This design comes from an exercise in tuning for small area, a short achievable clock period and few clock cycles per item on the open sky130 flow, not from production work. Only simulation tests tie the RTL to the original design; equivalence was not proved.

===== flow/run.sh =====
#!/bin/bash
# synth_recipe.tcl (not shown) runs the flow's synth.tcl, then flattens the netlist and writes it again
# the make line also repeats each setting of config.mk as NAME=value (left out here)
make -C /OpenROAD-flow-scripts/flow DESIGN_CONFIG=/design/flow/config.mk WORK_HOME=/design/flow/orfs CLKGATE_MAP_FILE= SYNTH_SCRIPT=/design/flow/synth_recipe.tcl finish

===== flow/constraint.sdc =====
create_clock -name core_clock -period 12.0 [get_ports {clk}]
set_input_delay 2.4000 -clock core_clock [delete_from_list [all_inputs] [get_ports {clk}]]
set_output_delay 2.4000 -clock core_clock [all_outputs]
set_load 0.01 [all_outputs]

===== flow/config.mk =====
export PLATFORM = sky130hd
export DESIGN_NAME = Practica_1
export DESIGN_NICKNAME = Practica_1
export VERILOG_FILES = /design/flow/design.v
export SDC_FILE = /design/flow/constraint.sdc
export NUM_CORES = 4
export LEC_CHECK = 0
export CAP_MARGIN = 20
export CORE_MARGIN = 2
export CORE_UTILIZATION = 40
export SLEW_MARGIN = 20

===== flow/design.v =====
module BCD_16Bit
(
	input [15:0]bits_in,
	output [3:0]uni,
	output [3:0]dec,
	output [3:0]cen,
	output [3:0]thou,
	output [3:0]thou2
);
genvar i;			 
genvar j;			 
genvar k;			 
genvar l;			 
wire [56:0]For0_wire;		 
wire [56:0]For1_wire;		 
wire [56:0]For2_wire;		 
wire [56:0]For3_wire;		 
wire [19:0]bits_out;
Binary_shift_three_adder
C1
(
	.In_Bits({1'b0,bits_in[15:13]}),
	.Out_Bits({For0_wire[3:0]})
);
Binary_shift_three_adder
C14
(
	.In_Bits({1'b0,For0_wire[3],For0_wire[7],For0_wire[11]}),
	.Out_Bits({For1_wire[3:0]})
);
Binary_shift_three_adder
C24
(
	.In_Bits({1'b0,For1_wire[3],For1_wire[7],For1_wire[11]}),
	.Out_Bits({For2_wire[3:0]})
);
Binary_shift_three_adder
C31
(
	.In_Bits({1'b0,For2_wire[3],For2_wire[7],For2_wire[11]}),
	.Out_Bits({bits_out[19],For3_wire[2:0]})
);
generate
	for(i = 0; i < 48; i = i + 4) begin:Binaries
	if(i == 44) begin
		Binary_shift_three_adder
		C_Stage1
		(
			.In_Bits({For0_wire[i+2:i+0],bits_in[12-(i/4)]}),
			.Out_Bits({bits_out[4:1]})
		);
	end
	else
	begin
		Binary_shift_three_adder
		C_Stage1
		(
			.In_Bits({For0_wire[i+2:i+0],bits_in[12-(i/4)]}),
			.Out_Bits({For0_wire[i+7:i+4]})
		);
	end
	end:Binaries
	for(j = 0; j < 36; j = j + 4) begin:Binaries_2
	if(j == 32) begin
		Binary_shift_three_adder
		C_Stage2
		(
			.In_Bits({For1_wire[j+2:j+0],For0_wire[15+j]}),
			.Out_Bits({bits_out[8:5]})
		);
	end
	else
	begin
		Binary_shift_three_adder
		C_Stage2
		(
			.In_Bits({For1_wire[j+2:j+0],For0_wire[15+j]}),
			.Out_Bits({For1_wire[j+7:j+4]})
		);
	end
	end:Binaries_2
	for(k = 0; k < 24; k = k + 4) begin:Binaries_3
	if(k == 20) begin
		Binary_shift_three_adder
		C_Stage3
		(
			.In_Bits({For2_wire[k+2:k+0],For1_wire[15+k]}),
			.Out_Bits({bits_out[12:9]})
		);
	end
	else
	begin
		Binary_shift_three_adder
		C_Stage3
		(
			.In_Bits({For2_wire[k+2:k+0],For1_wire[15+k]}),
			.Out_Bits({For2_wire[k+7:k+4]})
		);
	end
	end:Binaries_3
	for(l = 0; l < 12; l = l + 4) begin:Binaries_4
	if(l == 0)
	begin
		Binary_shift_three_adder
		C_Stage4
		(
			.In_Bits({For3_wire[l+2:l+0],For2_wire[15+l]}),
			.Out_Bits({bits_out[18-l],For3_wire[l+6:l+4]})
		);
	end
	if(l == 4)
	begin
	Binary_shift_three_adder
	C_Stage4
	(
		.In_Bits({For3_wire[l+2:l+0],For2_wire[15+l]}),
		.Out_Bits({bits_out[17],For3_wire[l+6:l+4]})
	);
	end
	if(l == 8) begin
		Binary_shift_three_adder
		C_Stage4
		(
			.In_Bits({For3_wire[l+2:l+0],For2_wire[15+l]}),
			.Out_Bits({bits_out[16:13]})
		);
	end
	end:Binaries_4
endgenerate
assign bits_out[0] = bits_in[0];
assign uni = bits_out[3:0];
assign dec = bits_out[7:4];
assign cen = bits_out[11:8];
assign thou = bits_out[15:12];
assign thou2 = bits_out[19:16];
endmodule
module Binary_shift_three_adder
(
	input [3:0] In_Bits,
	output [3:0] Out_Bits
);
	logic [3:0] Out_Bits_Logic;
always_comb
	begin	
		if(~(In_Bits[3])&~(In_Bits[2])&~(In_Bits[1])&~(In_Bits[0]))
			Out_Bits_Logic = 4'b0000;
		else if(~(In_Bits[3])&~(In_Bits[2])&~(In_Bits[1])&(In_Bits[0]))    
			Out_Bits_Logic = 4'b0001;
		else if(~(In_Bits[3])&~(In_Bits[2])&(In_Bits[1])&~(In_Bits[0]))
			Out_Bits_Logic = 4'b0010;
		else if(~(In_Bits[3])&~(In_Bits[2])&(In_Bits[1])&(In_Bits[0]))
			Out_Bits_Logic = 4'b0011;
		else if(~(In_Bits[3])&(In_Bits[2])&~(In_Bits[1])&~(In_Bits[0]))
			Out_Bits_Logic = 4'b0100;
		else if(~(In_Bits[3])&(In_Bits[2])&~(In_Bits[1])&(In_Bits[0]))
			Out_Bits_Logic = 4'b1000;
		else if(~(In_Bits[3])&(In_Bits[2])&(In_Bits[1])&~(In_Bits[0]))
			Out_Bits_Logic = 4'b1001;
		else if(~(In_Bits[3])&(In_Bits[2])&(In_Bits[1])&(In_Bits[0]))
			Out_Bits_Logic = 4'b1010;
		else if((In_Bits[3])&~(In_Bits[2])&~(In_Bits[1])&~(In_Bits[0]))
			Out_Bits_Logic = 4'b1011;
		else if((In_Bits[3])&~(In_Bits[2])&~(In_Bits[1])&(In_Bits[0]))
			Out_Bits_Logic = 4'b1100;
		else
			Out_Bits_Logic = 4'b0000;
	 end
	 assign Out_Bits = Out_Bits_Logic;
endmodule
module SegmentDisplay
(
	input [3:0]value,
	output [6:0]Seg_Result
);
logic Seg0_log;
logic Seg1_log;
logic Seg2_log;
logic Seg3_log;
logic Seg4_log;
logic Seg5_log;
logic Seg6_log;
always_comb begin: SegDis
	if (value == 4'b0000)
		begin
			Seg0_log = 1'b0;
			Seg1_log = 1'b0;
			Seg2_log = 1'b0;
			Seg3_log = 1'b0;
			Seg4_log = 1'b0;
			Seg5_log = 1'b0;
			Seg6_log = 1'b1;
		end
	else
	if (value == 4'b0001)
		begin
			Seg0_log = 1'b1;
			Seg1_log = 1'b0;
			Seg2_log = 1'b0;
			Seg3_log = 1'b1;
			Seg4_log = 1'b1;
			Seg5_log = 1'b1;
			Seg6_log = 1'b1;
		end
	else
	if (value == 4'b0010)
		begin
			Seg0_log = 1'b0;
			Seg1_log = 1'b0;
			Seg2_log = 1'b1;
			Seg3_log = 1'b0;
			Seg4_log = 1'b0;
			Seg5_log = 1'b1;
			Seg6_log = 1'b0;
		end
	else
	if (value == 4'b0011)
		begin
			Seg0_log = 1'b0;
			Seg1_log = 1'b0;
			Seg2_log = 1'b0;
			Seg3_log = 1'b0;
			Seg4_log = 1'b1;
			Seg5_log = 1'b1;
			Seg6_log = 1'b0;
		end
	else	
	if (value == 4'b0100)
		begin
			Seg0_log = 1'b1;
			Seg1_log = 1'b0;
			Seg2_log = 1'b0;
			Seg3_log = 1'b1;
			Seg4_log = 1'b1;
			Seg5_log = 1'b0;
			Seg6_log = 1'b0;
		end
	else
	if (value == 4'b0101)
		begin
			Seg0_log = 1'b0;
			Seg1_log = 1'b1;
			Seg2_log = 1'b0;
			Seg3_log = 1'b0;
			Seg4_log = 1'b1;
			Seg5_log = 1'b0;
			Seg6_log = 1'b0;
		end
	else
	if (value == 4'b0110)
		begin
			Seg0_log = 1'b0;
			Seg1_log = 1'b1;
			Seg2_log = 1'b0;
			Seg3_log = 1'b0;
			Seg4_log = 1'b0;
			Seg5_log = 1'b0;
			Seg6_log = 1'b0;
		end
	else
	if (value == 4'b0111)
		begin
			Seg0_log = 1'b0;
			Seg1_log = 1'b0;
			Seg2_log = 1'b0;
			Seg3_log = 1'b1;
			Seg4_log = 1'b1;
			Seg5_log = 1'b1;
			Seg6_log = 1'b1;
		end
	else
	if (value == 4'b1000)
		begin
			Seg0_log = 1'b0;
			Seg1_log = 1'b0;
			Seg2_log = 1'b0;
			Seg3_log = 1'b0;
			Seg4_log = 1'b0;
			Seg5_log = 1'b0;
			Seg6_log = 1'b0;
		end
	else	
	if (value == 4'b1001)
		begin
			Seg0_log = 1'b0;
			Seg1_log = 1'b0;
			Seg2_log = 1'b0;
			Seg3_log = 1'b0;
			Seg4_log = 1'b1;
			Seg5_log = 1'b0;
			Seg6_log = 1'b0;
		end
	else
		begin
			Seg0_log = 1'b1;
			Seg1_log = 1'b1;
			Seg2_log = 1'b1;
			Seg3_log = 1'b1;
			Seg4_log = 1'b1;
			Seg5_log = 1'b1;
			Seg6_log = 1'b1;
		end
end
assign Seg_Result = {Seg6_log, Seg5_log, Seg4_log, Seg3_log, Seg2_log, Seg1_log, Seg0_log};
endmodule 
module Practica_1
#(
	parameter NBits = 8,
	parameter N2Bits = NBits*2
)
(
	input clk,
	input reset,
	input start,
	input [NBits-1:0] multiplier,
	input [NBits-1:0] multiplicand,
	output [6:0]uni_Seg_out,
	output [6:0]dec_Seg_out,
	output [6:0]cen_Seg_out,
	output [6:0]thou_Seg_out,
	output [6:0]thou2_Seg_out,
	output [6:0]sign_Seg_out,
	output ready
);
wire [7:0] mag_a = multiplier[7] ? -multiplier : multiplier;
wire [7:0] mag_b = multiplicand[7] ? -multiplicand : multiplicand;
wire [14:0] prod = mag_a * mag_b;
wire minus = (multiplier[7] & ~multiplicand[7] & |multiplicand) |
             (multiplicand[7] & ~multiplier[7] & |multiplier);
logic [14:0] prod_q;
logic minus_q;
logic ready_q;
always_ff @(posedge clk) begin
	prod_q <= prod;
	minus_q <= minus;
end
always_ff @(posedge clk, negedge reset) begin
	if (!reset) ready_q <= 1'b0;
	else ready_q <= start;
end
wire [3:0] uni, dec, cen, thou, thou2;
BCD_16Bit BCD1 (.bits_in({1'b0, prod_q}), .uni(uni), .dec(dec), .cen(cen), .thou(thou), .thou2(thou2));
SegmentDisplay SD0 (.value(uni),   .Seg_Result(uni_Seg_out));
SegmentDisplay SD1 (.value(dec),   .Seg_Result(dec_Seg_out));
SegmentDisplay SD2 (.value(cen),   .Seg_Result(cen_Seg_out));
SegmentDisplay SD3 (.value(thou),  .Seg_Result(thou_Seg_out));
SegmentDisplay SD4 (.value(thou2), .Seg_Result(thou2_Seg_out));
assign sign_Seg_out = minus_q ? 7'h3F : 7'h7F;
assign ready = ready_q;
endmodule

==> run summary <==
cell count after placement=1208; Cells after Synth=a little over 1000; Die Span Y=139 um; ys async rst share=0.0588; most frequent cells in the layout=nor2_1, nand2_1, inv_1; Mapped Avg Cell Area=between 7 and 8 um^2; clk buf depth=2; gp weighted congestion=about 0.87; worst-margin pin slew=1.07 ns; DR pass1 iterations=5; RSZ-0062 raised after global routing=no; Slew headroom=0.284; gr ovfl total=0; fmax=103 MHz; CTS tree=built; H-tree depth=1; most common cell after layout, fill and taps aside=nor2_1; # Post-CTS Setup Buffers=0; Ports=62; share of cells above drive strength 1=0.0621; chip width=139 um; Synth area leader=fa_1; DRC viols=0; Finish-stage setup viols=0; Setup crit end kind=output port; largest cells by area after synthesis=fa_1, ha_1, nor2_1; initial core utilization=0.408; gr usage total=0.176; DIE AREA=approximately 0.019 mm^2; Yosys top cell area share=0.0957; final hold vios=0; first-pass GRT wire length=30400 um; Post-synth EDFFs=0; max-cap viol count=0; CP Class=reg -> out; CTS Buf Count=3; Post-synth top flop=dfxtp_1; sequential area share after synthesis=0.0472; CTS Sinks=17; core area=0.0180 mm^2; Worst Hold Class=in -> async; Final Max Tran Viols=0; via count=between 7000 and 8000; largest net degree at the start of global routing=33; DRT antenna net count=0; CTS resizes=0; CP peak stage delay=~0.96 ns; crit path max-delay cell type=dfxtp_1; initial antenna violation count=0; Post-CTS Hold Fix Bufs=0; Root Buffer=clkbuf_16; port bufs=54; vias per cell=5.99; flop and latch count out of synthesis=17; final WL=17500 um; Final Critical Period=9.71 ns; Filler cells=1881; Critical Path, Cell by Cell=nor4bb_1, a211oi_1, a31oi_2, a211o_4, a32oi_1, o2111ai_2, o211ai_1, a22oi_2, o221ai_1, a21o_1, mux2_2, o21ai_1, nor3_1, nor4b_2, nor4_1, or3_1, clkdlybuf4s50_1; final worst path period share=0.809; Clk pin slew, worst setup/hold paths=approximately 0.050 ns; status=finished clean; Critical Path Start Type=flop; Area Growth Syn to Fin=4.41%; Final nets=1074; Rows=49; Distinct cells, synth=between 100 and 150; synth warn=3; worst-path maximum fanout=32; drt initial violations=just over 500; CP arrival=7.31 ns; WL per Instance=14.4 um; Crit path required time=approximately 9.6 ns; fin cells=1212; synthesized area=0.00732 mm^2; ANT cells=0; Final HPWL DP=13400 um; TNS Setup=0 ns; vias in the first global route=6530
per-layer routing:
| layer | track usage | up-vias | wire length (um) |
|---|---|---|---|
| met3 | 0.0162 | 29 | 692 |
| met1 | 0.244 | 3405 | 8260 |
| met5 | 0 | - | 0 |
| met2 | 0.293 | 206 | 8250 |
| li1 | - | 3619 | - |
| met4 | 0.0484 | 0 | 295 |
metrics by stage:
stage               area (um^2)  setup WS, ns  hold WS, ns  utilization
global route               7650          1.72         2.28        0.426
floorplan                  7340          4.65         2.10            -
global placement           7560          2.72         2.55        0.421
CTS                        7640          2.35         2.28        0.425
finish                     7650          2.29         2.28        0.426
detailed placement         7560          2.66         2.55        0.421
flip-flops by register name, summed over array words and instances (netlist names):
name and cells:
minus_q 1, prod_q 15, ready_q 1
path summary, 6_finish.rpt:
| check | start | to | slack (ns) |
|---|---|---|---|
| hold / removal | reset | ready_q | 2.28 |
| max in group asynchronous | reset | ready_q | 9.62 |
| setup / recovery | prod_q[11] | thou_Seg_out[6] | 2.29 |
| min in group core_clock | start | ready_q | 2.59 |
critical path: cells and delay by family, from the launching register on:
family	cells	cell delay, ns
and+or+nand+nor	5	1.86
muxes	1	0.28
AOI/OAI and AO/OA	10	3.47
DFF	1	0.96
buffers and inverters	1	0.48
cell families (layout without fill, tap and decap cells):
logic type / count (synthesis) / count (layout) / share of synthesized area
adders and majority gates: 77 / 77 / 0.165
AOI/OAI and AO/OA: 289 / 289 / 0.296
muxes: 21 / 21 / 0.0314
and+or+nand+nor: 391 / 391 / 0.277
xor gates and xnor gates: 46 / 46 / 0.0550
other: 2 / 7 / 0.00103
buffers and inverters: 177 / 135 / 0.126
DFF: 17 / 17 / 0.0472
cells in the mapped netlist, types with 9 or more instances:
cell type / number
fa_1: 35
buf_4: 47
clkbuf_1: 34
or2_2: 10
nand2_1: 95
buf_2: 13
a211oi_1: 14
nor2_1: 96
o31ai_1: 10
o21ai_0: 45
and3_1: 9
and2_1: 18
ha_1: 36
a31oi_1: 15
nand4_1: 15
a21o_1: 9
nor3_1: 40
buf_6: 9
o211ai_1: 15
dfxtp_1: 16
nand2b_1: 16
or3_1: 10
inv_1: 66
mux2i_1: 14
nand3_1: 23
a21oi_1: 53
nor4_1: 9
xnor2_1: 39
o22ai_1: 10
layout make-up:
class | count | area (um^2) | share of cell area
clock buffer | 4 | 78.8 | 0.0103
inverter | 70 | 263 | 0.0344
multi-input combinational | 831 | 6080 | 0.795
sequential | 17 | 345 | 0.0452
tap | 229 | 287 | 0.0375
timing repair buffer | 61 | 593 | 0.0776
Testbench counts, summed over its fixed seeds: cycles 16,000, items 8,000.

-- static timing again, ports no longer ideal --
The results above use ideal ports. As a check the final layout listed here was re-extracted and re-timed, cells and wires unchanged.
Step 1 sets driving cells, clkbuf_16 on the clock port and buf_2 on the other inputs (assumed; they add their load-dependent delay and slew).
Step 2 adds t to the input delays and takes it off the output delays; t is the mean of the earliest and latest rising clock arrival at the registers after step 1. Input paths then give back, and output paths get back, about the clock's delay inside the block.
Slacks: no drivers / after step 1 / after step 2; pairs: no drivers / after step 1.
shift t [ns]: 0.285
slack for setup (ns): 2.295 / 2.264 / 2.549
worst data-port slew with drivers (ns): 0.03
pins driven straight from the clock port: 1
After both steps this run still meets setup and hold. The setup slack of this run moves by -0.031 ns with the drivers and by +0.254 ns with both steps.
